This is an optimization exercise on Yosys and OpenROAD, whose aim is small area and a short achievable clock period, not a production implementation.
In this exercise RTL edits were held to simulation tests only and were not proved equivalent to the original.

## flow/design.v (module list and top-level ports; edited modules follow where they fit)
// module correlation_32: 1244 lines
// module fa_cell: 6 lines
// module ha_cell: 6 lines
// module RFCorrelator: 27 lines
module RFCorrelator(bit_stream, clk, reset, Target_Num,
num_1, num_2, num_3, num_4, num_5, num_6, num_7, num_8, num_9, num_10, num_11, num_12, num_13, num_14, num_15, num_16, Out_str);
  // ...
==> flow/flow/run.sh <==
#!/bin/bash
# The standard layout, except that the port buffers are the smallest buffer
# (buf_1) instead of the resizer's default choice.
set -euo pipefail
export BUFFER_PORTS_ARGS="-buffer_cell sky130_fd_sc_hd__buf_1"
bash standard.sh > standard_flow.log 2>&1
==> flow/standard.sh <==
#!/bin/bash
# synth_recipe.tcl (not shown) runs the flow's synth.tcl, then flattens the netlist and writes it again
# the make line also repeats each setting of config.mk as NAME=value (left out here)
make -C /OpenROAD-flow-scripts/flow DESIGN_CONFIG=/design/flow/config.mk WORK_HOME=/design/flow/orfs CLKGATE_MAP_FILE= SYNTH_SCRIPT=/design/flow/synth_recipe.tcl "${@:-finish}"
==> flow/config.mk <==
export PLATFORM = sky130hd
export DESIGN_NAME = RFCorrelator
export DESIGN_NICKNAME = RFCorrelator
export VERILOG_FILES = /design/flow/design.v
export SDC_FILE = /design/flow/constraint.sdc
export NUM_CORES = 4
export LEC_CHECK = 0
export ABC_AREA = 1
export CAP_MARGIN = 20
export CORE_MARGIN = 2
export CORE_UTILIZATION = 40
export PLACE_DENSITY = 0.6
export SLEW_MARGIN = 20
export SYNTH_HIERARCHICAL = 1
==> flow/constraint.sdc <==
create_clock -name core_clock -period 55.0 [get_ports {clk}]
set_input_delay 11.0000 -clock core_clock [delete_from_list [all_inputs] [get_ports {clk}]]
set_output_delay 11.0000 -clock core_clock [all_outputs]
set_load 0.01 [all_outputs]
==> out/results.txt, run 1 <==
GRT Util Overall = 29.5%
Yosys top cell by area = fa_1
CTS tree = built
RR Startpoint = Target_Num[13]
Hpwl dp = 59800 um
Worst Setup Slack, final = 37680 ps
Post-Synth XOR/XNOR Area = 23.6%
Mux cell area share after synthesis = 0%
Clock root cell = clkbuf_16
I/O Pins = 551
Worst Tran Pin Value = 587 ps
Outcome = finished clean
Routability Congestion = 0.958
CP max stage cell = fa_1
Multi-input gate area = 16400 sq um
Met3 Use GR = 4.24%
CTS Hold Buffers Added = 0
Final Instance Area = 22200 sq um
Post-route DRC = 0
Layout Skew = 17.5 ps
Port Buffers = 550
Setup WS pre-CTS = 37240 ps
Wirelength per Cell = 23.8 um
Max Slew Vio Count = 0
Sequential element share of the synthesized area = 9.44%
Top_reg_cell synth = dfxtp_1
==> module RFCorrelator, before the edit <==
module RFCorrelator(bit_stream, clk, reset, Target_Num,
num_1, num_2, num_3, num_4, num_5, num_6, num_7, num_8, num_9, num_10, num_11, num_12, num_13, num_14, num_15, num_16, Out_str);
output [31:0] Target_Num;
input clk, reset, bit_stream;
output [3:0] Out_str;
input [31:0] num_1, num_2, num_3, num_4, num_5, num_6, num_7, num_8, num_9, num_10, num_11, num_12, num_13, num_14, num_15, num_16;
reg [31:0] shift_reg;
reg [5:0] current_bit;
reg [31:0] Target_Num;
reg [3:0] Out_str;
wire [3:0] best;
correlation_32 u(num_1, num_2, num_3, num_4, num_5, num_6, num_7, num_8, num_9, num_10, num_11, num_12, num_13, num_14, num_15, num_16, Target_Num, best);
wire load = current_bit[5];
always @(posedge clk)
begin
	shift_reg <= {bit_stream, shift_reg[31:1]};
	Out_str <= best;
	if (reset)
		current_bit <= 0;
	else if (load)
		current_bit <= 0;
	else
		current_bit <= current_bit + 1;
	if (!reset && load)
		Target_Num <= shift_reg;
end
endmodule
==> run 2: changes to the inputs <==
--- a/flow/design.v
+++ b/flow/design.v
@@ -1,11 +1,11 @@
-module correlation_32(num_1, num_2, num_3, num_4, num_5, num_6, num_7, num_8, num_9, num_10, num_11, num_12, num_13, num_14, num_15, num_16, Target_Num, Out_4);
+module correlation_32(num_1, num_2, num_3, num_4, num_5, num_6, num_7, num_8, num_9, num_10, num_11, num_12, num_13, num_14, num_15, num_16, Target_Num, hdist);
   input [31:0] Target_Num, num_1, num_2, num_3, num_4, num_5, num_6, num_7, num_8, num_9, num_10, num_11, num_12, num_13, num_14, num_15, num_16;
-  output [3:0] Out_4;
+  output [95:0] hdist;
   wire [31:0] x0 = num_1 ^ Target_Num;
   wire p0_s0, p0_c0;
   fa_cell p0_f1 (x0[0], x0[10], x0[11], p0_s0, p0_c0);
   wire p0_s1, p0_c1;
   fa_cell p0_f2 (x0[12], x0[13], x0[14], p0_s1, p0_c1);
   wire p0_s2, p0_c2;
   fa_cell p0_f3 (x0[15], x0[16], x0[17], p0_s2, p0_c2);
   wire p0_s3, p0_c3;
@@ -59,17 +59,17 @@
   wire p0_s27, p0_c27;
   ha_cell p0_h28 (p0_c23, p0_s26, p0_s27, p0_c27);
   wire p0_s28, p0_c28;
   fa_cell p0_f29 (p0_c24, p0_c25, p0_c26, p0_s28, p0_c28);
   wire p0_s29, p0_c29;
   ha_cell p0_h30 (p0_c27, p0_s28, p0_s29, p0_c29);
   wire p0_s30, p0_c30;
   ha_cell p0_h31 (p0_c28, p0_c29, p0_s30, p0_c30);
-  wire [5:0] d0 = {p0_c30, p0_s30, p0_s29, p0_s27, p0_s23, p0_s15};
+  assign hdist[5:0] = {p0_c30, p0_s30, p0_s29, p0_s27, p0_s23, p0_s15};
   wire [31:0] x1 = num_2 ^ Target_Num;
   wire p1_s0, p1_c0;
   fa_cell p1_f1 (x1[0], x1[10], x1[11], p1_s0, p1_c0);
   wire p1_s1, p1_c1;
   fa_cell p1_f2 (x1[12], x1[13], x1[14], p1_s1, p1_c1);
   wire p1_s2, p1_c2;
   fa_cell p1_f3 (x1[15], x1[16], x1[17], p1_s2, p1_c2);
   wire p1_s3, p1_c3;
@@ -123,17 +123,17 @@
   wire p1_s27, p1_c27;
   ha_cell p1_h28 (p1_c23, p1_s26, p1_s27, p1_c27);
   wire p1_s28, p1_c28;
   fa_cell p1_f29 (p1_c24, p1_c25, p1_c26, p1_s28, p1_c28);
   wire p1_s29, p1_c29;
   ha_cell p1_h30 (p1_c27, p1_s28, p1_s29, p1_c29);
   wire p1_s30, p1_c30;
   ha_cell p1_h31 (p1_c28, p1_c29, p1_s30, p1_c30);
-  wire [5:0] d1 = {p1_c30, p1_s30, p1_s29, p1_s27, p1_s23, p1_s15};
+  assign hdist[11:6] = {p1_c30, p1_s30, p1_s29, p1_s27, p1_s23, p1_s15};
   wire [31:0] x2 = num_3 ^ Target_Num;
   wire p2_s0, p2_c0;
   fa_cell p2_f1 (x2[0], x2[10], x2[11], p2_s0, p2_c0);
   wire p2_s1, p2_c1;
   fa_cell p2_f2 (x2[12], x2[13], x2[14], p2_s1, p2_c1);
   wire p2_s2, p2_c2;
   fa_cell p2_f3 (x2[15], x2[16], x2[17], p2_s2, p2_c2);
   wire p2_s3, p2_c3;
@@ -187,17 +187,17 @@
   wire p2_s27, p2_c27;
   ha_cell p2_h28 (p2_c23, p2_s26, p2_s27, p2_c27);
   wire p2_s28, p2_c28;
   fa_cell p2_f29 (p2_c24, p2_c25, p2_c26, p2_s28, p2_c28);
   wire p2_s29, p2_c29;
   ha_cell p2_h30 (p2_c27, p2_s28, p2_s29, p2_c29);
   wire p2_s30, p2_c30;
   ha_cell p2_h31 (p2_c28, p2_c29, p2_s30, p2_c30);
-  wire [5:0] d2 = {p2_c30, p2_s30, p2_s29, p2_s27, p2_s23, p2_s15};
+  assign hdist[17:12] = {p2_c30, p2_s30, p2_s29, p2_s27, p2_s23, p2_s15};
   wire [31:0] x3 = num_4 ^ Target_Num;
   wire p3_s0, p3_c0;
   fa_cell p3_f1 (x3[0], x3[10], x3[11], p3_s0, p3_c0);
   wire p3_s1, p3_c1;
   fa_cell p3_f2 (x3[12], x3[13], x3[14], p3_s1, p3_c1);
   wire p3_s2, p3_c2;
   fa_cell p3_f3 (x3[15], x3[16], x3[17], p3_s2, p3_c2);
   wire p3_s3, p3_c3;
@@ -251,17 +251,17 @@
   wire p3_s27, p3_c27;
   ha_cell p3_h28 (p3_c23, p3_s26, p3_s27, p3_c27);
   wire p3_s28, p3_c28;
   fa_cell p3_f29 (p3_c24, p3_c25, p3_c26, p3_s28, p3_c28);
   wire p3_s29, p3_c29;
   ha_cell p3_h30 (p3_c27, p3_s28, p3_s29, p3_c29);
   wire p3_s30, p3_c30;
   ha_cell p3_h31 (p3_c28, p3_c29, p3_s30, p3_c30);
-  wire [5:0] d3 = {p3_c30, p3_s30, p3_s29, p3_s27, p3_s23, p3_s15};
+  assign hdist[23:18] = {p3_c30, p3_s30, p3_s29, p3_s27, p3_s23, p3_s15};
   wire [31:0] x4 = num_5 ^ Target_Num;
   wire p4_s0, p4_c0;
   fa_cell p4_f1 (x4[0], x4[10], x4[11], p4_s0, p4_c0);
   wire p4_s1, p4_c1;
   fa_cell p4_f2 (x4[12], x4[13], x4[14], p4_s1, p4_c1);
   wire p4_s2, p4_c2;
   fa_cell p4_f3 (x4[15], x4[16], x4[17], p4_s2, p4_c2);
   wire p4_s3, p4_c3;
@@ -315,17 +315,17 @@
   wire p4_s27, p4_c27;
   ha_cell p4_h28 (p4_c23, p4_s26, p4_s27, p4_c27);
   wire p4_s28, p4_c28;
   fa_cell p4_f29 (p4_c24, p4_c25, p4_c26, p4_s28, p4_c28);
   wire p4_s29, p4_c29;
   ha_cell p4_h30 (p4_c27, p4_s28, p4_s29, p4_c29);
   wire p4_s30, p4_c30;
   ha_cell p4_h31 (p4_c28, p4_c29, p4_s30, p4_c30);
-  wire [5:0] d4 = {p4_c30, p4_s30, p4_s29, p4_s27, p4_s23, p4_s15};
+  assign hdist[29:24] = {p4_c30, p4_s30, p4_s29, p4_s27, p4_s23, p4_s15};
   wire [31:0] x5 = num_6 ^ Target_Num;
   wire p5_s0, p5_c0;
   fa_cell p5_f1 (x5[0], x5[10], x5[11], p5_s0, p5_c0);
   wire p5_s1, p5_c1;
   fa_cell p5_f2 (x5[12], x5[13], x5[14], p5_s1, p5_c1);
   wire p5_s2, p5_c2;
   fa_cell p5_f3 (x5[15], x5[16], x5[17], p5_s2, p5_c2);
   wire p5_s3, p5_c3;
@@ -379,17 +379,17 @@
   wire p5_s27, p5_c27;
   ha_cell p5_h28 (p5_c23, p5_s26, p5_s27, p5_c27);
   wire p5_s28, p5_c28;
   fa_cell p5_f29 (p5_c24, p5_c25, p5_c26, p5_s28, p5_c28);
   wire p5_s29, p5_c29;
   ha_cell p5_h30 (p5_c27, p5_s28, p5_s29, p5_c29);
   wire p5_s30, p5_c30;
   ha_cell p5_h31 (p5_c28, p5_c29, p5_s30, p5_c30);
-  wire [5:0] d5 = {p5_c30, p5_s30, p5_s29, p5_s27, p5_s23, p5_s15};
+  assign hdist[35:30] = {p5_c30, p5_s30, p5_s29, p5_s27, p5_s23, p5_s15};
   wire [31:0] x6 = num_7 ^ Target_Num;
   wire p6_s0, p6_c0;
   fa_cell p6_f1 (x6[0], x6[10], x6[11], p6_s0, p6_c0);
   wire p6_s1, p6_c1;
   fa_cell p6_f2 (x6[12], x6[13], x6[14], p6_s1, p6_c1);
   wire p6_s2, p6_c2;
   fa_cell p6_f3 (x6[15], x6[16], x6[17], p6_s2, p6_c2);
   wire p6_s3, p6_c3;
@@ -443,17 +443,17 @@
   wire p6_s27, p6_c27;
   ha_cell p6_h28 (p6_c23, p6_s26, p6_s27, p6_c27);
   wire p6_s28, p6_c28;
   fa_cell p6_f29 (p6_c24, p6_c25, p6_c26, p6_s28, p6_c28);
   wire p6_s29, p6_c29;
   ha_cell p6_h30 (p6_c27, p6_s28, p6_s29, p6_c29);
   wire p6_s30, p6_c30;
   ha_cell p6_h31 (p6_c28, p6_c29, p6_s30, p6_c30);
-  wire [5:0] d6 = {p6_c30, p6_s30, p6_s29, p6_s27, p6_s23, p6_s15};
+  assign hdist[41:36] = {p6_c30, p6_s30, p6_s29, p6_s27, p6_s23, p6_s15};
   wire [31:0] x7 = num_8 ^ Target_Num;
   wire p7_s0, p7_c0;
   fa_cell p7_f1 (x7[0], x7[10], x7[11], p7_s0, p7_c0);
   wire p7_s1, p7_c1;
   fa_cell p7_f2 (x7[12], x7[13], x7[14], p7_s1, p7_c1);
   wire p7_s2, p7_c2;
   fa_cell p7_f3 (x7[15], x7[16], x7[17], p7_s2, p7_c2);
   wire p7_s3, p7_c3;
@@ -507,17 +507,17 @@
   wire p7_s27, p7_c27;
   ha_cell p7_h28 (p7_c23, p7_s26, p7_s27, p7_c27);
   wire p7_s28, p7_c28;
   fa_cell p7_f29 (p7_c24, p7_c25, p7_c26, p7_s28, p7_c28);
   wire p7_s29, p7_c29;
   ha_cell p7_h30 (p7_c27, p7_s28, p7_s29, p7_c29);
   wire p7_s30, p7_c30;
   ha_cell p7_h31 (p7_c28, p7_c29, p7_s30, p7_c30);
-  wire [5:0] d7 = {p7_c30, p7_s30, p7_s29, p7_s27, p7_s23, p7_s15};
+  assign hdist[47:42] = {p7_c30, p7_s30, p7_s29, p7_s27, p7_s23, p7_s15};
   wire [31:0] x8 = num_9 ^ Target_Num;
   wire p8_s0, p8_c0;
   fa_cell p8_f1 (x8[0], x8[10], x8[11], p8_s0, p8_c0);
   wire p8_s1, p8_c1;
   fa_cell p8_f2 (x8[12], x8[13], x8[14], p8_s1, p8_c1);
   wire p8_s2, p8_c2;
   fa_cell p8_f3 (x8[15], x8[16], x8[17], p8_s2, p8_c2);
   wire p8_s3, p8_c3;
@@ -571,17 +571,17 @@
   wire p8_s27, p8_c27;
   ha_cell p8_h28 (p8_c23, p8_s26, p8_s27, p8_c27);
   wire p8_s28, p8_c28;
   fa_cell p8_f29 (p8_c24, p8_c25, p8_c26, p8_s28, p8_c28);
   wire p8_s29, p8_c29;
   ha_cell p8_h30 (p8_c27, p8_s28, p8_s29, p8_c29);
   wire p8_s30, p8_c30;
   ha_cell p8_h31 (p8_c28, p8_c29, p8_s30, p8_c30);
-  wire [5:0] d8 = {p8_c30, p8_s30, p8_s29, p8_s27, p8_s23, p8_s15};
+  assign hdist[53:48] = {p8_c30, p8_s30, p8_s29, p8_s27, p8_s23, p8_s15};
   wire [31:0] x9 = num_10 ^ Target_Num;
   wire p9_s0, p9_c0;
   fa_cell p9_f1 (x9[0], x9[10], x9[11], p9_s0, p9_c0);
   wire p9_s1, p9_c1;
   fa_cell p9_f2 (x9[12], x9[13], x9[14], p9_s1, p9_c1);
   wire p9_s2, p9_c2;
   fa_cell p9_f3 (x9[15], x9[16], x9[17], p9_s2, p9_c2);
   wire p9_s3, p9_c3;
@@ -635,17 +635,17 @@
   wire p9_s27, p9_c27;
   ha_cell p9_h28 (p9_c23, p9_s26, p9_s27, p9_c27);
   wire p9_s28, p9_c28;
   fa_cell p9_f29 (p9_c24, p9_c25, p9_c26, p9_s28, p9_c28);
   wire p9_s29, p9_c29;
   ha_cell p9_h30 (p9_c27, p9_s28, p9_s29, p9_c29);
   wire p9_s30, p9_c30;
   ha_cell p9_h31 (p9_c28, p9_c29, p9_s30, p9_c30);
-  wire [5:0] d9 = {p9_c30, p9_s30, p9_s29, p9_s27, p9_s23, p9_s15};
+  assign hdist[59:54] = {p9_c30, p9_s30, p9_s29, p9_s27, p9_s23, p9_s15};
   wire [31:0] x10 = num_11 ^ Target_Num;
   wire p10_s0, p10_c0;
   fa_cell p10_f1 (x10[0], x10[10], x10[11], p10_s0, p10_c0);
   wire p10_s1, p10_c1;
   fa_cell p10_f2 (x10[12], x10[13], x10[14], p10_s1, p10_c1);
   wire p10_s2, p10_c2;
   fa_cell p10_f3 (x10[15], x10[16], x10[17], p10_s2, p10_c2);
   wire p10_s3, p10_c3;
@@ -699,17 +699,17 @@
   wire p10_s27, p10_c27;
   ha_cell p10_h28 (p10_c23, p10_s26, p10_s27, p10_c27);
   wire p10_s28, p10_c28;
   fa_cell p10_f29 (p10_c24, p10_c25, p10_c26, p10_s28, p10_c28);
   wire p10_s29, p10_c29;
   ha_cell p10_h30 (p10_c27, p10_s28, p10_s29, p10_c29);
   wire p10_s30, p10_c30;
   ha_cell p10_h31 (p10_c28, p10_c29, p10_s30, p10_c30);
-  wire [5:0] d10 = {p10_c30, p10_s30, p10_s29, p10_s27, p10_s23, p10_s15};
+  assign hdist[65:60] = {p10_c30, p10_s30, p10_s29, p10_s27, p10_s23, p10_s15};
   wire [31:0] x11 = num_12 ^ Target_Num;
   wire p11_s0, p11_c0;
   fa_cell p11_f1 (x11[0], x11[10], x11[11], p11_s0, p11_c0);
   wire p11_s1, p11_c1;
   fa_cell p11_f2 (x11[12], x11[13], x11[14], p11_s1, p11_c1);
   wire p11_s2, p11_c2;
   fa_cell p11_f3 (x11[15], x11[16], x11[17], p11_s2, p11_c2);
   wire p11_s3, p11_c3;
@@ -763,17 +763,17 @@
   wire p11_s27, p11_c27;
   ha_cell p11_h28 (p11_c23, p11_s26, p11_s27, p11_c27);
   wire p11_s28, p11_c28;
   fa_cell p11_f29 (p11_c24, p11_c25, p11_c26, p11_s28, p11_c28);
   wire p11_s29, p11_c29;
   ha_cell p11_h30 (p11_c27, p11_s28, p11_s29, p11_c29);
   wire p11_s30, p11_c30;
   ha_cell p11_h31 (p11_c28, p11_c29, p11_s30, p11_c30);
-  wire [5:0] d11 = {p11_c30, p11_s30, p11_s29, p11_s27, p11_s23, p11_s15};
+  assign hdist[71:66] = {p11_c30, p11_s30, p11_s29, p11_s27, p11_s23, p11_s15};
   wire [31:0] x12 = num_13 ^ Target_Num;
   wire p12_s0, p12_c0;
   fa_cell p12_f1 (x12[0], x12[10], x12[11], p12_s0, p12_c0);
   wire p12_s1, p12_c1;
   fa_cell p12_f2 (x12[12], x12[13], x12[14], p12_s1, p12_c1);
   wire p12_s2, p12_c2;
   fa_cell p12_f3 (x12[15], x12[16], x12[17], p12_s2, p12_c2);
   wire p12_s3, p12_c3;
@@ -827,17 +827,17 @@
   wire p12_s27, p12_c27;
   ha_cell p12_h28 (p12_c23, p12_s26, p12_s27, p12_c27);
   wire p12_s28, p12_c28;
   fa_cell p12_f29 (p12_c24, p12_c25, p12_c26, p12_s28, p12_c28);
   wire p12_s29, p12_c29;
   ha_cell p12_h30 (p12_c27, p12_s28, p12_s29, p12_c29);
   wire p12_s30, p12_c30;
   ha_cell p12_h31 (p12_c28, p12_c29, p12_s30, p12_c30);
-  wire [5:0] d12 = {p12_c30, p12_s30, p12_s29, p12_s27, p12_s23, p12_s15};
+  assign hdist[77:72] = {p12_c30, p12_s30, p12_s29, p12_s27, p12_s23, p12_s15};
   wire [31:0] x13 = num_14 ^ Target_Num;
   wire p13_s0, p13_c0;
   fa_cell p13_f1 (x13[0], x13[10], x13[11], p13_s0, p13_c0);
   wire p13_s1, p13_c1;
   fa_cell p13_f2 (x13[12], x13[13], x13[14], p13_s1, p13_c1);
   wire p13_s2, p13_c2;
   fa_cell p13_f3 (x13[15], x13[16], x13[17], p13_s2, p13_c2);
   wire p13_s3, p13_c3;
@@ -891,17 +891,17 @@
   wire p13_s27, p13_c27;
   ha_cell p13_h28 (p13_c23, p13_s26, p13_s27, p13_c27);
   wire p13_s28, p13_c28;
   fa_cell p13_f29 (p13_c24, p13_c25, p13_c26, p13_s28, p13_c28);
   wire p13_s29, p13_c29;
   ha_cell p13_h30 (p13_c27, p13_s28, p13_s29, p13_c29);
   wire p13_s30, p13_c30;
   ha_cell p13_h31 (p13_c28, p13_c29, p13_s30, p13_c30);
-  wire [5:0] d13 = {p13_c30, p13_s30, p13_s29, p13_s27, p13_s23, p13_s15};
+  assign hdist[83:78] = {p13_c30, p13_s30, p13_s29, p13_s27, p13_s23, p13_s15};
   wire [31:0] x14 = num_15 ^ Target_Num;
   wire p14_s0, p14_c0;
   fa_cell p14_f1 (x14[0], x14[10], x14[11], p14_s0, p14_c0);
   wire p14_s1, p14_c1;
   fa_cell p14_f2 (x14[12], x14[13], x14[14], p14_s1, p14_c1);
   wire p14_s2, p14_c2;
   fa_cell p14_f3 (x14[15], x14[16], x14[17], p14_s2, p14_c2);
   wire p14_s3, p14_c3;
@@ -955,17 +955,17 @@
   wire p14_s27, p14_c27;
   ha_cell p14_h28 (p14_c23, p14_s26, p14_s27, p14_c27);
   wire p14_s28, p14_c28;
   fa_cell p14_f29 (p14_c24, p14_c25, p14_c26, p14_s28, p14_c28);
   wire p14_s29, p14_c29;
   ha_cell p14_h30 (p14_c27, p14_s28, p14_s29, p14_c29);
   wire p14_s30, p14_c30;
   ha_cell p14_h31 (p14_c28, p14_c29, p14_s30, p14_c30);
-  wire [5:0] d14 = {p14_c30, p14_s30, p14_s29, p14_s27, p14_s23, p14_s15};
+  assign hdist[89:84] = {p14_c30, p14_s30, p14_s29, p14_s27, p14_s23, p14_s15};
   wire [31:0] x15 = num_16 ^ Target_Num;
   wire p15_s0, p15_c0;
   fa_cell p15_f1 (x15[0], x15[10], x15[11], p15_s0, p15_c0);
   wire p15_s1, p15_c1;
   fa_cell p15_f2 (x15[12], x15[13], x15[14], p15_s1, p15_c1);
   wire p15_s2, p15_c2;
   fa_cell p15_f3 (x15[15], x15[16], x15[17], p15_s2, p15_c2);
   wire p15_s3, p15_c3;
@@ -1019,17 +1019,37 @@
   wire p15_s27, p15_c27;
   ha_cell p15_h28 (p15_c23, p15_s26, p15_s27, p15_c27);
   wire p15_s28, p15_c28;
   fa_cell p15_f29 (p15_c24, p15_c25, p15_c26, p15_s28, p15_c28);
   wire p15_s29, p15_c29;
   ha_cell p15_h30 (p15_c27, p15_s28, p15_s29, p15_c29);
   wire p15_s30, p15_c30;
   ha_cell p15_h31 (p15_c28, p15_c29, p15_s30, p15_c30);
-  wire [5:0] d15 = {p15_c30, p15_s30, p15_s29, p15_s27, p15_s23, p15_s15};
+  assign hdist[95:90] = {p15_c30, p15_s30, p15_s29, p15_s27, p15_s23, p15_s15};
+endmodule
+module argmin_16(hdist, best);
+  input [95:0] hdist;
+  output [3:0] best;
+  wire [5:0] d0 = hdist[5:0];
+  wire [5:0] d1 = hdist[11:6];
+  wire [5:0] d2 = hdist[17:12];
+  wire [5:0] d3 = hdist[23:18];
+  wire [5:0] d4 = hdist[29:24];
+  wire [5:0] d5 = hdist[35:30];
+  wire [5:0] d6 = hdist[41:36];
+  wire [5:0] d7 = hdist[47:42];
+  wire [5:0] d8 = hdist[53:48];
+  wire [5:0] d9 = hdist[59:54];
+  wire [5:0] d10 = hdist[65:60];
+  wire [5:0] d11 = hdist[71:66];
+  wire [5:0] d12 = hdist[77:72];
+  wire [5:0] d13 = hdist[83:78];
+  wire [5:0] d14 = hdist[89:84];
+  wire [5:0] d15 = hdist[95:90];
   wire [6:0] l0g0_L01_c;
   assign l0g0_L01_c[0] = 1'b0;
   assign l0g0_L01_c[1] = (~d1[0] & d0[0]) | (l0g0_L01_c[0] & (~d1[0] | d0[0]));
   assign l0g0_L01_c[2] = (~d1[1] & d0[1]) | (l0g0_L01_c[1] & (~d1[1] | d0[1]));
   assign l0g0_L01_c[3] = (~d1[2] & d0[2]) | (l0g0_L01_c[2] & (~d1[2] | d0[2]));
   assign l0g0_L01_c[4] = (~d1[3] & d0[3]) | (l0g0_L01_c[3] & (~d1[3] | d0[3]));
   assign l0g0_L01_c[5] = (~d1[4] & d0[4]) | (l0g0_L01_c[4] & (~d1[4] | d0[4]));
   assign l0g0_L01_c[6] = (~d1[5] & d0[5]) | (l0g0_L01_c[5] & (~d1[5] | d0[5]));
@@ -1235,17 +1255,17 @@
   assign l2g0_L23_c[5] = (~l1g3_v[4] & l1g2_v[4]) | (l2g0_L23_c[4] & (~l1g3_v[4] | l1g2_v[4]));
   assign l2g0_L23_c[6] = (~l1g3_v[5] & l1g2_v[5]) | (l2g0_L23_c[5] & (~l1g3_v[5] | l1g2_v[5]));
   wire l2g0_L23 = l2g0_L23_c[6];
   wire l2g0_w0 = ~l2g0_L01 & ~l2g0_L02 & ~l2g0_L03;
   wire l2g0_w1 = l2g0_L01 & ~l2g0_L12 & ~l2g0_L13;
   wire l2g0_w2 = l2g0_L02 & l2g0_L12 & ~l2g0_L23;
   wire l2g0_w3 = l2g0_L03 & l2g0_L13 & l2g0_L23;
   wire [3:0] l2g0_i = {(l2g0_w2 | l2g0_w3), (l2g0_w1 | l2g0_w3), (({2{l2g0_w0}} & l1g0_i) | ({2{l2g0_w1}} & l1g1_i) | ({2{l2g0_w2}} & l1g2_i) | ({2{l2g0_w3}} & l1g3_i))};
-  assign Out_4 = l2g0_i;
+  assign best = l2g0_i;
 endmodule
 module fa_cell(a, b, c, s, co);
   input a, b, c;
   output s, co;
   assign s = a ^ b ^ c;
   assign co = (a & b) | (c & (a ^ b));
 endmodule
 module ha_cell(a, b, s, co);
@@ -1258,24 +1278,25 @@
 num_1, num_2, num_3, num_4, num_5, num_6, num_7, num_8, num_9, num_10, num_11, num_12, num_13, num_14, num_15, num_16, Out_str);
 output [31:0] Target_Num;
 input clk, reset, bit_stream;
 output [3:0] Out_str;
 input [31:0] num_1, num_2, num_3, num_4, num_5, num_6, num_7, num_8, num_9, num_10, num_11, num_12, num_13, num_14, num_15, num_16;
 reg [31:0] shift_reg;
 reg [5:0] current_bit;
 reg [31:0] Target_Num;
-reg [3:0] Out_str;
-wire [3:0] best;
-correlation_32 u(num_1, num_2, num_3, num_4, num_5, num_6, num_7, num_8, num_9, num_10, num_11, num_12, num_13, num_14, num_15, num_16, Target_Num, best);
+reg [95:0] hdist_reg;
+wire [95:0] hdist;
+correlation_32 u(num_1, num_2, num_3, num_4, num_5, num_6, num_7, num_8, num_9, num_10, num_11, num_12, num_13, num_14, num_15, num_16, Target_Num, hdist);
+argmin_16 s(hdist_reg, Out_str);
 wire load = current_bit[5];
 always @(posedge clk)
 begin
 	shift_reg <= {bit_stream, shift_reg[31:1]};
-	Out_str <= best;
+	hdist_reg <= hdist;
 	if (reset)
 		current_bit <= 0;
 	else if (load)
 		current_bit <= 0;
 	else
 		current_bit <= current_bit + 1;
 	if (!reset && load)
 		Target_Num <= shift_reg;
==> out/results.txt, run 2 <==
F_max = 68.4 MHz
Initial antenna violation count = 15
Netlist cell types = 37
Site Rows = 94
Hold Crit Class = flip-flop to flip-flop
Max-cap violations = 0
Core Area = 65500 sq um
DR pass1 iterations = 6
RSZ-0062 raised after global routing = false
Finished Layout Cells = 4940
Layout Skew = 21.2 ps (+3.72 ps)
Clock root cell = clkbuf_16
Die X = 261 um
Commonest cells in the netlist = nand2_1, inv_1, fa_1
Fin. Hold Viols = 0
Clock Sinks = 166
Routability Congestion = 1.02 (+6.5%)
Slowest cell delay on critical path = 660 ps
Vias per cell = 4.68
Hold slack = 350 ps
Top_reg_cell synth = dfxtp_1
Wirelength per Cell = 19.6 um (-18%)
Syn nets = 4658
Die ar. = 68000 sq um
Synth area leaders = fa_1, nand2_1, dfxtp_1
Outcome = finished clean
Final period utilization = 26.6%
Top-area cell type share of the netlist area = 31.6%
Post-CTS Setup Inserts = 0
WP data required = 55330 ps
Global-route wire length before repair = 137000 um
CTS H-tree depth = 4
Most common cell after layout, fill and taps aside = nand2_1
CP Data Arrival Time = 14940 ps
Vias in the first global route = 21.5k
Post-synth EDFFs = 32
Slew HR = 33.6%
Layout cell share with drive strength beyond 1 = 7.11%
Placed Cells = 4895
Yosys reg bits = 166
Yosys top cell by area = fa_1
Largest register FFs = 96
NumNets Final = 5063
Most frequent cell after synthesis = nand2_1
CTS resizes = 0
Crit-path most repeated cell = fa_1
Sequential element share of the synthesized area = 13.8% (+4.4 points)
Die Y = 261 um
Min Tclk post-route = 14610 ps
Crit end category = flip-flop
CTS buffer count = 17
Antenna Nets Post-Route = 0
Max Slew Vio Count = 0 (unchanged)
Port Buffers = 550 (unchanged)
Largest net degree at the start of global routing = 33
Fill cells = 6719
Setup TNS = 0 ps
GRT Util Overall = 28.2% (-1.4 points)
Via count = 23.1k
Post-Syn Instances = 3646
Yosys warns = 7
Cell Chain, Critical Path = buf_1 > inv_1 > nand2_1 > nand2_1 > fa_1 > fa_1 > fa_1 > ha_1 > fa_1 > fa_1 > fa_1 > ha_1 > ha_1
Post-route DRC = 0 (unchanged)
Clock Latency Late Sink = 460 ps
CP max stage cell = fa_1
Initial cell density of the core = 40.3%
Most frequent cells in the layout = nand2_1, inv_1, buf_1
Mapped Avg Cell Area = 7.23 sq um
CP startpoint kind = primary input
CP Class = primary input to flip-flop
Total global routing overflow = 0
Cell Area, Synth = 26400 sq um
Worst Tran Pin Value = 995 ps (+408 ps)
CTS tree = built
CTS Hold Buffers Added = 0 (unchanged)
I/O Pins = 551 (unchanged)
CTS max path bufs = 2
Endpoints failing setup = 0
Final wirelength = 96700 um
CP Max Fanout = 2
DR iter-0 viols = 1703
Worst-path clk slew = 70 ps
Hpwl dp = 83000 um (+39%)
P&R area growth vs syn = 8.11%
Synth async-reset ratio = 0%
[run 2: cell count changes after synthesis, sizes merged]
cell    change
inv       +544
dfxtp      +92
buf       +182
nand2    +1536
xor2      -512
clkbuf     -54
[run 2: final timing paths]
check,cells after the start,from,to,slack [ps]
max,13,num_11[26],hdist_reg[64],40390
min,0,shift_reg[9],shift_reg[8],350
max reg2reg,12,Target_Num[17],hdist_reg[16],49980
min reg2reg,0,shift_reg[9],shift_reg[8],350
[run 2: through the flow]
stage | worst slack [ps] | util [%] | instance area, sq um
floorplan | 40340 | - | 26400
global placement | 40030 | 42.5 | 27900
detailed placement | 39970 | 42.5 | 27900
CTS | 40400 | 43.4 | 28500
global route | 39820 | 43.5 | 28500
finish | 40390 | 43.5 | 28500
[run 2: kinds of logic (layout without fill, tap and decap cells)]
logic type      after synthesis  count (layout)  share of synthesized area (%)
compound gates               76              76                           1.77
flops                       166             166                           13.8
xor+xnor                      1               1                         0.0332
buf+inv                     900            1318                           18.1
simple gates               2006            2006                           30.9
fa+ha+maj                   497             497                           35.4
other cells                   0              12                              0
[run 2: worst max-delay path: cells and delay by family]
kind          cells  cell delay, ps
fa+ha+maj         9            3640
buf+inv           2             170
simple gates      2             130
[run 2: final cells by class]
class	count	area, sq um	area share [%]
well taps	864	1080	3.79
multi-input cells	2580	18000	63.0
clock inverters	12	128	0.448
flip-flops and latches	166	3640	12.8
clock buffers	20	468	1.64
repair buffers	582	2320	8.15
diodes	12	30.0	0.105
inverters	704	2870	10.1
[run 2: metal layers]
metal / global-route usage [%] / wire (um) / vias up
met5: 0 / 53 / -
met4: 10.1 / 3240 / 8
met3: 5.49 / 7680 / 161
met2: 45.8 / 45000 / 875
met1: 37.2 / 40800 / 10900
li1: - / - / 11200
[run 2: Yosys stat by module, one instance, submodules excluded]
module / cell area [sq um] / cells inside
ha_cell: 12.5 / 1
argmin_16: 3090 / 688
RFCorrelator: 3750 / 190
correlation_32: 10200 / 2272
fa_cell: 20.0 / 1

## re-timing with driven ports
No port has a modelled driver above. Below, the same layouts with a new extraction and two added sets of constraints. Step 1 assumes that a clkbuf_16 drives the clock port and a buf_2 every other input. Step 2 adds t to the input delays and takes it off the output delays; t is the mean of the earliest and latest rising clock arrival at the registers after step 1. Input paths then give back, and output paths get back, about the clock's delay inside the block. Three values: no drivers, after step 1, after step 2; two values: the first two.
run	t, ns	setup WS [ns]	worst setup path after step 2
run 1	0.405	37.679 / 37.699 / 37.293	input to register
run 2	0.504	40.388 / 40.342 / 39.918	input to register
After both steps setup and hold are still met in every run listed. For run 2, which loses most, drivers alone change the setup slack by -0.046 ns; drivers and shift together by -0.470 ns.
